From an optimization exercise on the open Yosys and OpenROAD flow, aimed at small area; shortcuts taken in it are not production practice. In this exercise RTL edits were held to simulation tests only and were not proved equivalent to the original. No driver is modelled on the clock port, so clock power and skew are understated where the tree is cut down; a real chip needs a root buffer or a tree. No activity file was given, so power comes from the tool's default toggle rates.

==> job 3815 <==
==> flow/design.v <==
`timescale 1ns/10ps
module mm_medtop (
    clock,
    reset,
    x,
    dvi,
    med,
    dvo
);
input clock;
input reset;
input [7:0] x;
input dvi;
output [7:0] med;
output dvo;
reg [7:0] s0, s1, s2, s3, s4;
reg [3:0] n;       
reg [3:0] bc;      
function lt8;
    input [7:0] a;
    input [7:0] b;
    integer i;
    reg r;
    begin
        r = 1'b0;
        for (i = 0; i < 8; i = i + 1)
            r = (~a[i] & b[i]) | (~a[i] & r) | (b[i] & r);
        lt8 = r;
    end
endfunction
wire busy = (bc != 4'd0) && (bc != 4'd5) && (bc != 4'd15);
wire last = (n == 4'd9);
wire acc = dvi && !busy;
wire lt0 = lt8(x, s0) || (n <= 4'd1);
wire lt1 = lt8(x, s1) || (n <= 4'd2);
wire lt2 = lt8(x, s2) || (n <= 4'd3);
wire lt3 = lt8(x, s3) || (n <= 4'd4);
wire lt4 = lt8(x, s4) || (n <= 4'd5);
assign med = s4;
assign dvo = (bc == 4'd15);
wire [4:0] ltv = {lt4 && (n != 4'd1), lt3, lt2, lt1, lt0} & {5{acc}};
wire [4:0] sh = {ltv[3] & ltv[4], ltv[2], ltv[1], ltv[0], 1'b0};
wire [4:0] in = ltv & ~sh;
wire [4:0] kp = ~ltv;
always @(posedge clock) begin
    s0 <= ({8{in[0]}} & x) | ({8{kp[0]}} & s0);
    s1 <= ({8{sh[1]}} & s0) | ({8{in[1]}} & x) | ({8{kp[1]}} & s1);
    s2 <= ({8{sh[2]}} & s1) | ({8{in[2]}} & x) | ({8{kp[2]}} & s2);
    s3 <= ({8{sh[3]}} & s2) | ({8{in[3]}} & x) | ({8{kp[3]}} & s3);
    s4 <= ({8{sh[4]}} & s3) | ({8{in[4]}} & x) | ({8{kp[4]}} & s4);
end
always @(posedge clock) begin
    if (reset) begin
        n <= 4'd1;
        bc <= 4'd0;
    end
    else begin
        if (bc != 4'd0)
            bc <= bc + 4'd1;
        if (acc) begin
            if (last) begin
                n <= 4'd1;
                bc <= 4'd5;
            end
            else
                n <= n + 4'd1;
        end
    end
end
endmodule
==> flow/flow/run.sh <==
#!/bin/bash
# Own layout flow: the standard synthesis, then an area-oriented re-mapping of
# its combinational cells (registers kept exactly as the standard synthesis
# made them, checked by name and cell type, and the re-mapped netlist proved
# equivalent to the standard one), then the standard ORFS layout steps with
# smaller port buffers, and one level of clock buffers (cts.tcl) in place of
# ORFS's clock tree.
set -uo pipefail
W=$(pwd)
F=$W/flow
P=$FLOW_PLATFORM
R=$W/orfs/results/$P/mm_medtop/base
LIB=$FLOW_HOME/platforms/$P/lib/sky130_fd_sc_hd__tt_025C_1v80.lib

bash standard.sh synth > $W/synth_standard.log 2>&1 || { echo "standard synthesis failed"; exit 1; }
cp $R/1_2_yosys.v $W/std_synth.v

# registers of a netlist: "type name" per line, sorted
regs() {
  grep -oE '^\s*sky130_fd_sc_hd__(s?e?df|dl|sdl)[a-z0-9_]*\s+\S+' "$1" | awk '{print $1, $2}' | sort
}
regs $W/std_synth.v > $W/regs_std.txt

DU=$(grep -oE -- '-dont_use [^ ]+' $W/orfs/logs/$P/mm_medtop/base/1_2_yosys.log | awk '{print $2}' | sort -u | tr '\n' ' ')
remap() {
  local n=$1 s=$2
  REMAP_IN=$W/std_synth.v REMAP_OUT=$W/remap_$n.v REMAP_LIB=$LIB REMAP_ABC=$s \
    REMAP_TOP=$FLOW_TOP REMAP_DONTUSE="$DU" \
    timeout 600 yosys -c $F/remap.tcl > $W/remap_$n.log 2>&1 || return 1
  regs $W/remap_$n.v > $W/regs_$n.txt
  cmp -s $W/regs_std.txt $W/regs_$n.txt || { echo "registers differ" >> $W/remap_$n.log; return 1; }
  EQ_GOLD=$W/std_synth.v EQ_GATE=$W/remap_$n.v EQ_LIB=$LIB EQ_TOP=$FLOW_TOP \
    timeout 600 yosys -c $F/equiv.tcl > $W/equiv_$n.log 2>&1 || return 1
  touch $W/remap_$n.ok
}
for s in $F/s*.abc; do
  remap $(basename $s .abc) $s &
done
wait
best=""
bestarea=$(grep "Chip area" $W/orfs/reports/$P/mm_medtop/base/synth_stat.txt | awk '{print $NF}')
echo "standard synthesis: area $bestarea"
for s in $F/s*.abc; do
  n=$(basename $s .abc)
  [[ -f $W/remap_$n.ok ]] || { echo "$n: not usable"; continue; }
  a=$(grep "Chip area" $W/remap_$n.v.stat | awk '{print $NF}')
  echo "$n: area $a"
  if awk "BEGIN{exit !($a < $bestarea)}"; then best=$n; bestarea=$a; fi
done
if [[ -n "$best" ]]; then
  echo "using re-mapping $best"
  cp $W/remap_$best.v $R/1_2_yosys.v
  touch $R/1_2_yosys.v
fi

PORTS="BUFFER_PORTS_ARGS=-buffer_cell sky130_fd_sc_hd__buf_1"
bash standard.sh "$PORTS" place > $W/place.log 2>&1 || { echo "placement failed"; tail -20 $W/place.log; exit 1; }

CLK=$(grep -oE 'create_clock .*get_ports \{?[A-Za-z0-9_]+' $FLOW_SDC | grep -oE '[A-Za-z0-9_]+$')
done_cts=""
for cfg in "4 clkbuf_4" "3 clkbuf_8" "2 clkbuf_16" "4 clkbuf_8" "4 clkbuf_16"; do
  set -- $cfg
  o=$W/cts_$1_$2
  RES=$R LIBS=$LIB PLATFORM_DIR=$FLOW_HOME/platforms/$P CTS_K=$1 CTS_BUF=sky130_fd_sc_hd__$2 \
    CLOCK_PORT=$CLK CTS_OUT=$o openroad -no_init -exit $F/cts.tcl > $o.log 2>&1 || continue
  sl=$(grep "largest register clock-pin slew" $o.log | awk '{print $NF}')
  echo "clock buffers $1 x $2: estimated slew $sl"
  if [[ -n "$sl" ]] && awk "BEGIN{exit !($sl < 0.115)}"; then
    cp $o.odb $R/4_1_cts.odb
    cp $o.sdc $R/4_cts.sdc
    done_cts=1
    break
  fi
done
if [[ -z "$done_cts" ]]; then
  echo "own clock buffering not used: standard CTS"
  export CTS_ARGS="-sink_clustering_enable -repair_clock_nets -dont_use_dummy_load"
fi

bash standard.sh "$PORTS" finish > $W/finish.log 2>&1 || { echo "layout failed"; tail -20 $W/finish.log; exit 1; }
==> flow/flow/cts.tcl <==
# Clock buffering in place of ORFS's CTS step: the registers are split into
# CTS_K groups by position (k-means), and each group gets one clock buffer of
# type CTS_BUF at its centre, driven by the clock port. Every register is then
# one buffer from the clock port, so clock arrival is balanced across them.
# env: RES (results folder), LIBS, PLATFORM_DIR, CTS_K, CTS_BUF, CLOCK_PORT,
# CTS_OUT (where to write the .odb and .sdc)
foreach l $::env(LIBS) { read_liberty $l }
read_db $::env(RES)/3_place.odb
read_sdc $::env(RES)/3_place.sdc
source $::env(PLATFORM_DIR)/setRC.tcl
set K $::env(CTS_K)
set block [ord::get_db_block]
set master [[ord::get_db] findMaster $::env(CTS_BUF)]
set clknet [$block findNet $::env(CLOCK_PORT)]
set its {}
foreach it [$clknet getITerms] {
  set b [[$it getInst] getBBox]
  lappend its [list $it [expr {([$b xMin] + [$b xMax]) / 2.0}] [expr {([$b yMin] + [$b yMax]) / 2.0}]]
}
set its [lsort -real -index 1 $its]
set n [llength $its]
for {set k 0} {$k < $K} {incr k} {
  set e [lindex $its [expr {int(($k + 0.5) * $n / $K)}]]
  set cx($k) [lindex $e 1]
  set cy($k) [lindex $e 2]
}
for {set iter 0} {$iter < 100} {incr iter} {
  for {set k 0} {$k < $K} {incr k} { set sx($k) 0; set sy($k) 0; set cnt($k) 0 }
  set asg {}
  foreach e $its {
    set best 0
    set bd 1e18
    for {set k 0} {$k < $K} {incr k} {
      set d [expr {abs([lindex $e 1] - $cx($k)) + abs([lindex $e 2] - $cy($k))}]
      if {$d < $bd} { set bd $d; set best $k }
    }
    lappend asg $best
    set sx($best) [expr {$sx($best) + [lindex $e 1]}]
    set sy($best) [expr {$sy($best) + [lindex $e 2]}]
    incr cnt($best)
  }
  for {set k 0} {$k < $K} {incr k} {
    if {$cnt($k) > 0} {
      set cx($k) [expr {$sx($k) / $cnt($k)}]
      set cy($k) [expr {$sy($k) / $cnt($k)}]
    }
  }
}
for {set k 0} {$k < $K} {incr k} {
  set net($k) [odb::dbNet_create $block clknet_$k]
  $net($k) setSigType CLOCK
  set inst [odb::dbInst_create $block $master clkbuf_$k]
  [$inst findITerm A] connect $clknet
  [$inst findITerm X] connect $net($k)
  $inst setLocation [expr {int($cx($k))}] [expr {int($cy($k))}]
  $inst setPlacementStatus PLACED
  puts "clock buffer clkbuf_$k: $cnt($k) registers"
}
foreach e $its a $asg {
  set it [lindex $e 0]
  $it disconnect
  $it connect $net($a)
}
detailed_placement
check_placement -verbose
set_propagated_clock [all_clocks]
estimate_parasitics -placement
report_clock_skew
report_worst_slack -min
report_worst_slack -max
set w 0
for {set k 0} {$k < $K} {incr k} {
  foreach p [get_pins -of_objects [get_nets clknet_$k]] {
    if {[get_property $p direction] != "input"} continue
    foreach prop {slew_max_rise slew_max_fall} {
      set v [get_property $p $prop]
      if {$v > $w} { set w $v }
    }
  }
}
puts "largest register clock-pin slew (placement estimate): $w"
write_db $::env(CTS_OUT).odb
write_sdc -no_timestamp $::env(CTS_OUT).sdc
==> flow/flow/equiv.tcl <==
# Proves that two netlists of the same top module are equivalent, registers
# paired by instance name. env: EQ_GOLD, EQ_GATE, EQ_LIB, EQ_TOP
yosys -import
set top $::env(EQ_TOP)
read_liberty -ignore_miss_func $::env(EQ_LIB)
read_verilog $::env(EQ_GOLD)
yosys rename $top gold
read_verilog $::env(EQ_GATE)
yosys rename $top gate
hierarchy -check
flatten gold gate
opt_clean
async2sync
equiv_make gold gate equiv
hierarchy -top equiv
equiv_simple -seq 1
equiv_induct -seq 1
equiv_status -assert
==> flow/flow/remap.tcl <==
# Re-maps the combinational cells of a synthesized netlist for area, keeping
# every register instance (name, cell type, connections) as it is.
# env: REMAP_IN, REMAP_OUT, REMAP_LIB, REMAP_ABC, REMAP_TOP, REMAP_DONTUSE
yosys -import
set lib $::env(REMAP_LIB)
set top $::env(REMAP_TOP)
read_liberty -ignore_miss_func $lib
read_verilog $::env(REMAP_IN)
hierarchy -top $top
# register and latch cells stay as they are
set f [open $::env(REMAP_IN)]
set types [lsort -unique [regexp -all -inline {sky130_fd_sc_hd__[a-z0-9_]+} [read $f]]]
close $f
set keep {}
foreach t $types {
  if { [regexp {__(s?e?df|dl|sdl)} $t] } {
    lappend keep $t
    setattr -mod -set keep_hierarchy 1 $t
  }
}
puts "REMAP keeping register cells: $keep"
flatten
yosys rename -hide $top/w:*.*
opt_clean -purge
set du {}
foreach c $::env(REMAP_DONTUSE) { lappend du -dont_use $c }
abc -liberty $lib {*}$du -script $::env(REMAP_ABC) -D 5000
opt_clean -purge
hilomap -singleton -hicell sky130_fd_sc_hd__conb_1 HI -locell sky130_fd_sc_hd__conb_1 LO
splitnets
opt_clean -purge
select $top
select -assert-none $top/t:$*
tee -o $::env(REMAP_OUT).stat stat -liberty $lib
write_verilog -noattr -nohex -nodec -selected $::env(REMAP_OUT)
==> flow/flow/s1.abc <==
strash
dch -f
map -a
mfs2
strash
dch -f
map -a
==> flow/flow/s2.abc <==
strash
&get -n
&deepsyn -T 20
&put
&get -n
&dch
&nf -R 1000 -p
&put
==> flow/flow/s3.abc <==
strash
&get -n
&deepsyn -T 20
&put
dch
map -a
==> flow/flow/s4.abc <==
strash
&get -n
&deepsyn -T 20
&put
dch -f
map -a
topo
dnsize
==> flow/standard.sh <==
#!/bin/bash
# synth_recipe.tcl (not shown) runs the flow's synth.tcl, then flattens the netlist and writes it again
# the make line also repeats each setting of config.mk as NAME=value (left out here)
make -C /OpenROAD-flow-scripts/flow DESIGN_CONFIG=/design/flow/config.mk WORK_HOME=/design/flow/orfs CLKGATE_MAP_FILE= SYNTH_SCRIPT=/design/flow/synth_recipe.tcl "${@:-finish}"
==> flow/config.mk <==
export PLATFORM = sky130hd
export DESIGN_NAME = mm_medtop
export DESIGN_NICKNAME = mm_medtop
export VERILOG_FILES = /design/flow/design.v
export SDC_FILE = /design/flow/constraint.sdc
export NUM_CORES = 4
export LEC_CHECK = 0
export CAP_MARGIN = 20
export CORE_MARGIN = 2
export CORE_UTILIZATION = 60
export SLEW_MARGIN = 20
==> flow/constraint.sdc <==
create_clock -name core_clock -period 5.0 [get_ports {clock}]
set_input_delay 1.0000 -clock core_clock [delete_from_list [all_inputs] [get_ports {clock}]]
set_output_delay 1.0000 -clock core_clock [all_outputs]
set_load 0.01 [all_outputs]
==> job 9615: changes against job 3815 <==
--- a/flow/flow/run.sh
+++ b/flow/flow/run.sh
@@ -3,8 +3,7 @@
 # its combinational cells (registers kept exactly as the standard synthesis
 # made them, checked by name and cell type, and the re-mapped netlist proved
 # equivalent to the standard one), then the standard ORFS layout steps with
-# smaller port buffers, and one level of clock buffers (cts.tcl) in place of
-# ORFS's clock tree.
+# smaller port buffers and a clock tree without dummy loads.
 set -uo pipefail
 W=$(pwd)
 F=$W/flow
@@ -53,28 +52,7 @@
   touch $R/1_2_yosys.v
 fi
 
-PORTS="BUFFER_PORTS_ARGS=-buffer_cell sky130_fd_sc_hd__buf_1"
-bash standard.sh "$PORTS" place > $W/place.log 2>&1 || { echo "placement failed"; tail -20 $W/place.log; exit 1; }
-
-CLK=$(grep -oE 'create_clock .*get_ports \{?[A-Za-z0-9_]+' $FLOW_SDC | grep -oE '[A-Za-z0-9_]+$')
-done_cts=""
-for cfg in "4 clkbuf_4" "3 clkbuf_8" "2 clkbuf_16" "4 clkbuf_8" "4 clkbuf_16"; do
-  set -- $cfg
-  o=$W/cts_$1_$2
-  RES=$R LIBS=$LIB PLATFORM_DIR=$FLOW_HOME/platforms/$P CTS_K=$1 CTS_BUF=sky130_fd_sc_hd__$2 \
-    CLOCK_PORT=$CLK CTS_OUT=$o openroad -no_init -exit $F/cts.tcl > $o.log 2>&1 || continue
-  sl=$(grep "largest register clock-pin slew" $o.log | awk '{print $NF}')
-  echo "clock buffers $1 x $2: estimated slew $sl"
-  if [[ -n "$sl" ]] && awk "BEGIN{exit !($sl < 0.115)}"; then
-    cp $o.odb $R/4_1_cts.odb
-    cp $o.sdc $R/4_cts.sdc
-    done_cts=1
-    break
-  fi
-done
-if [[ -z "$done_cts" ]]; then
-  echo "own clock buffering not used: standard CTS"
-  export CTS_ARGS="-sink_clustering_enable -repair_clock_nets -dont_use_dummy_load"
-fi
-
-bash standard.sh "$PORTS" finish > $W/finish.log 2>&1 || { echo "layout failed"; tail -20 $W/finish.log; exit 1; }
+bash standard.sh \
+  "BUFFER_PORTS_ARGS=-buffer_cell sky130_fd_sc_hd__buf_1" \
+  "CTS_ARGS=-sink_clustering_enable -repair_clock_nets -dont_use_dummy_load" \
+  finish > $W/layout.log 2>&1 || { echo "layout failed"; tail -20 $W/layout.log; exit 1; }
--- a/flow/config.mk
+++ b/flow/config.mk
@@ -7,5 +7,5 @@
 export LEC_CHECK = 0
 export CAP_MARGIN = 20
 export CORE_MARGIN = 2
-export CORE_UTILIZATION = 60
+export CORE_UTILIZATION = 40
 export SLEW_MARGIN = 20
removed: flow/flow/cts.tcl
==> job 8586: changes against job 3815 <==
==> flow/design.v, changed modules only <==
module mm_medtop (
    clock,
    reset,
    x,
    dvi,
    med,
    dvo
);
input clock;
input reset;
input [7:0] x;
input dvi;
output [7:0] med;
output dvo;
reg [7:0] n0;
wire [7:0] s0 = ~n0;
reg [7:0] n1;
wire [7:0] s1 = ~n1;
reg [7:0] s2;
reg [7:0] n3;
wire [7:0] s3 = ~n3;
reg [7:0] s4;
reg [4:0] c;
reg t;
function lt8;
    input [7:0] a;
    input [7:0] b;
    integer i;
    reg r;
    begin
        r = 1'b0;
        for (i = 0; i < 8; i = i + 1)
            r = (~a[i] & b[i]) | (~a[i] & r) | (b[i] & r);
        lt8 = r;
    end
endfunction
wire busy = c[4];
wire bfirst = busy && (c[3:0] == 4'd0);
wire blast = busy && c[3] && c[1];
wire acc = dvi && (!busy || bfirst || blast);
wire lt0 = lt8(x, s0) || (busy ? !t : (c[3:0] == 4'd0));
wire lt1 = lt8(x, s1) || busy || (c[3:0] <= 4'd1);
wire lt2 = lt8(x, s2) || (c[3:0] <= 4'd2);
wire lt3 = lt8(x, s3) || (c[3:0] <= 4'd3);
wire lt4 = lt8(x, s4) || (c[3:0] <= 4'd4);
wire [4:0] ltv = {lt4 && !bfirst, lt3, lt2, lt1, lt0} & {5{acc}};
wire [4:0] sh = {ltv[3] & ltv[4], ltv[2], ltv[1], ltv[0], 1'b0};
wire [4:0] in = ltv & ~sh;
wire [4:0] kp = ~ltv;
assign med = s4;
assign dvo = blast;
always @(posedge clock) begin
    n0 <= ~(({8{in[0]}} & x) | ({8{kp[0]}} & s0));
    n1 <= ~(({8{sh[1]}} & s0) | ({8{in[1]}} & x) | ({8{kp[1]}} & s1));
    s2 <= ({8{sh[2]}} & s1) | ({8{in[2]}} & x) | ({8{kp[2]}} & s2);
    n3 <= ~(({8{sh[3]}} & s2) | ({8{in[3]}} & x) | ({8{kp[3]}} & s3));
    s4 <= ({8{sh[4]}} & s3) | ({8{in[4]}} & x) | ({8{kp[4]}} & s4);
end
always @(posedge clock) begin
    if (bfirst)
        t <= dvi;
    else if (!busy)
        t <= 1'b0;
end
always @(posedge clock) begin
    if (reset)
        c <= 5'd0;
    else if (blast)
        c <= {3'b000, t & dvi, t ^ dvi};
    else if (busy)
        c <= c + 5'd1;
    else if (dvi)
        c <= (c[3:0] == 4'd8) ? 5'b10000 : c + 5'd1;
end
endmodule
--- a/flow/flow/run.sh
+++ b/flow/flow/run.sh
@@ -58,7 +58,7 @@
 
 CLK=$(grep -oE 'create_clock .*get_ports \{?[A-Za-z0-9_]+' $FLOW_SDC | grep -oE '[A-Za-z0-9_]+$')
 done_cts=""
-for cfg in "4 clkbuf_4" "3 clkbuf_8" "2 clkbuf_16" "4 clkbuf_8" "4 clkbuf_16"; do
+for cfg in "4 clkbuf_4" "3 buf_6" "3 clkbuf_8" "2 clkbuf_16" "4 clkbuf_8" "4 clkbuf_16"; do
   set -- $cfg
   o=$W/cts_$1_$2
   RES=$R LIBS=$LIB PLATFORM_DIR=$FLOW_HOME/platforms/$P CTS_K=$1 CTS_BUF=sky130_fd_sc_hd__$2 \
==> flow/flow/s1.abc (replaced) <==
strash
&get -n
&deepsyn -T 20
&put
&get -n
&dch
&nf -R 1000 -p
&put
==> flow/flow/s2.abc (replaced) <==
strash
&get -n
&deepsyn -T 20
&put
&get -n
&dch -f
&nf -R 1000 -p -a
&put
==> flow/flow/s3.abc (replaced) <==
strash
&get -n
&deepsyn -T 20
&put
&get -n
&dch
&nf -R 1000 -p -C 32 -F 8 -A 8
&put
==> flow/flow/s4.abc (replaced) <==
strash
&get -n
&deepsyn -T 20
&put
dch
map -a
==> flow/flow/s5.abc (new file) <==
strash
&get -n
&deepsyn -T 20 -S 1
&put
&get -n
&dch
&nf -R 1000 -p -C 32 -F 8 -A 8
&put
==> flow/flow/s6.abc (new file) <==
strash
&get -n
&deepsyn -T 40
&put
&get -n
&dch -f
&nf -R 1000 -p -C 32 -F 8 -A 8 -a
&put
==> flow/flow/s7.abc (new file) <==
strash
dc2
&get -n
&deepsyn -T 20
&put
&get -n
&dch -r
&nf -R 1000 -p -C 32 -F 8 -A 8
&put
==> flow/flow/s8.abc (new file) <==
strash
&get -n
&deepsyn -T 20 -S 3
&put
&get -n
&dch
&nf -R 1000 -p -C 32 -F 8 -A 8
&put
==> flow_results.org <==
** Cells and area
- P&R area growth vs syn :: 10.68%
- In the layout the commonest cells are clkinv_1 (44), dfxtp_1 (40), a222oi_1 (24).

** Floorplan
- Floorplan row count :: 26
- Num tapcells :: 70

** Pwr
- Static power due to leakage :: 0.8071 nW
- VDD sags by at most 0.2351 mV.
- Registers are responsible for 53.0% of the overall power.

** Drt
- Routed met2 length :: 1.949 mm
- WL final :: 4.952 mm
- The pre-antenna-repair detailed-routing pass consisted of 5 iterations.
- Starting DRC count in detailed routing :: around 150

** Logic synthesis
- Synthesis handed over a netlist of roughly 230 instances.

** Setup path
- Along the worst path, the maximum fanout reaches 9.
- Among all stages on the critical path, the largest delay is contributed by maj3_1.
- The worst register-to-register path ends at s1[5]$_DFF_P_.

** GRT
- Global routing consumed, over all layers together, 17.85% of the routing resources.

** Clocking
- The clock reaches the later pin of the worst-skew pair after 0.31 ns.

** Status
- Result of the run :: finished clean
# the run above: job 9615

==> flow_results.org <==
** Pwr
- Registers are responsible for between 50% and 60% of the overall power.
- IR analysis of the VDD net gives a maximum drop of 0.3358 mV.

** Cells and area
- Highest-count cells in the layout ignoring fill and taps :: clkinv_1 (44), dfxtp_1 (40), a222oi_1 (24)

** Status
- The flow ran to the end and the layout has no timing, DRC or antenna violations.

** Drt
- Summed over all layers, the routed wires come to 5.207 mm.
- Starting DRC count in detailed routing :: 352

** Floorplan
- Across the placement rows, the number of tap cells is 46.

** Clocking
- Clock insertion delay at the later pin of the skew report :: 0.16 ns

** Logic synthesis
- In the synthesized netlist, the number of instances is roughly 230.

** Setup path
- The endpoint identified for the worst register-to-register timing path is s1[6]$_DFF_P_.
# the run above: job 3815

==> flow_results.org <==
** Cells and area
- P&R area growth vs syn :: 7.980%
- Highest-count cells in the layout ignoring fill and taps :: dfxtp_1 (37), o22ai_1 (27), a21oi_1 (24)

** Logic synthesis
- After technology mapping, the gate count stands at between 200 and 250.

** Floorplan
- Num tapcells :: 46

** GRT
- Total routing resource utilization after global routing :: between 20% and 30%

** Drt
- First drt pass iteration count :: 5
- In the detailed route, the total length drawn on met2 is approximately 2.5 mm.
- In this run, the number of DRC markers left after iteration 0 of detailed routing was approximately 240.
- WL final :: 4.993 mm

** Setup path
- Critical path peak fanout :: 10
- Library cell contributing the largest single delay on the critical path :: a222oi_1

** Pwr
- Sequential power share :: roughly 60%
- For this design the static power due to leakage is 0.7348 nW.
- Across the VDD grid, the largest voltage drop is 0.2044 mV.

** Clocking
- Clock insertion delay at the later pin of the skew report :: 0.13 ns

** Status
- Result of the run :: finished clean
# the run above: job 8586

The clock cells of job 3815 and job 8586 come from the design's own scripts or RTL, not from TritonCTS.

static timing again, ports no longer ideal:
Ports are ideal in the flow. The routed layouts listed here were re-timed in OpenROAD. Step 1 assumes that a clkbuf_16 drives the clock port and a buf_2 every other input. Step 2 moves the port delays by t, midway between the first and last clock arrival at a register: inputs arrive t later, outputs are due t later. That takes back most of the time a late clock gives input paths. Three values: no drivers, after step 1, after step 2; two values: the first two.
run	shift t [ns]	slack for setup (ns)	hold WS [ns]	latest minus earliest clock arrival (ns)
job 3815	0.200	0.898 / 0.922 / 0.722	0.485 / 0.485 / 0.485	0.011 / 0.012
job 9615	0.324	1.126 / 1.131 / 0.807	0.472 / 0.472 / 0.472	0.021 / 0.020
job 8586	0.176	1.432 / 1.460 / 1.284	0.476 / 0.476 / 0.476	0.018 / 0.018
After both steps setup and hold are still met in every run listed. The setup slack of job 9615, which loses most, moves by +0.005 ns with the drivers and by -0.319 ns with both steps.
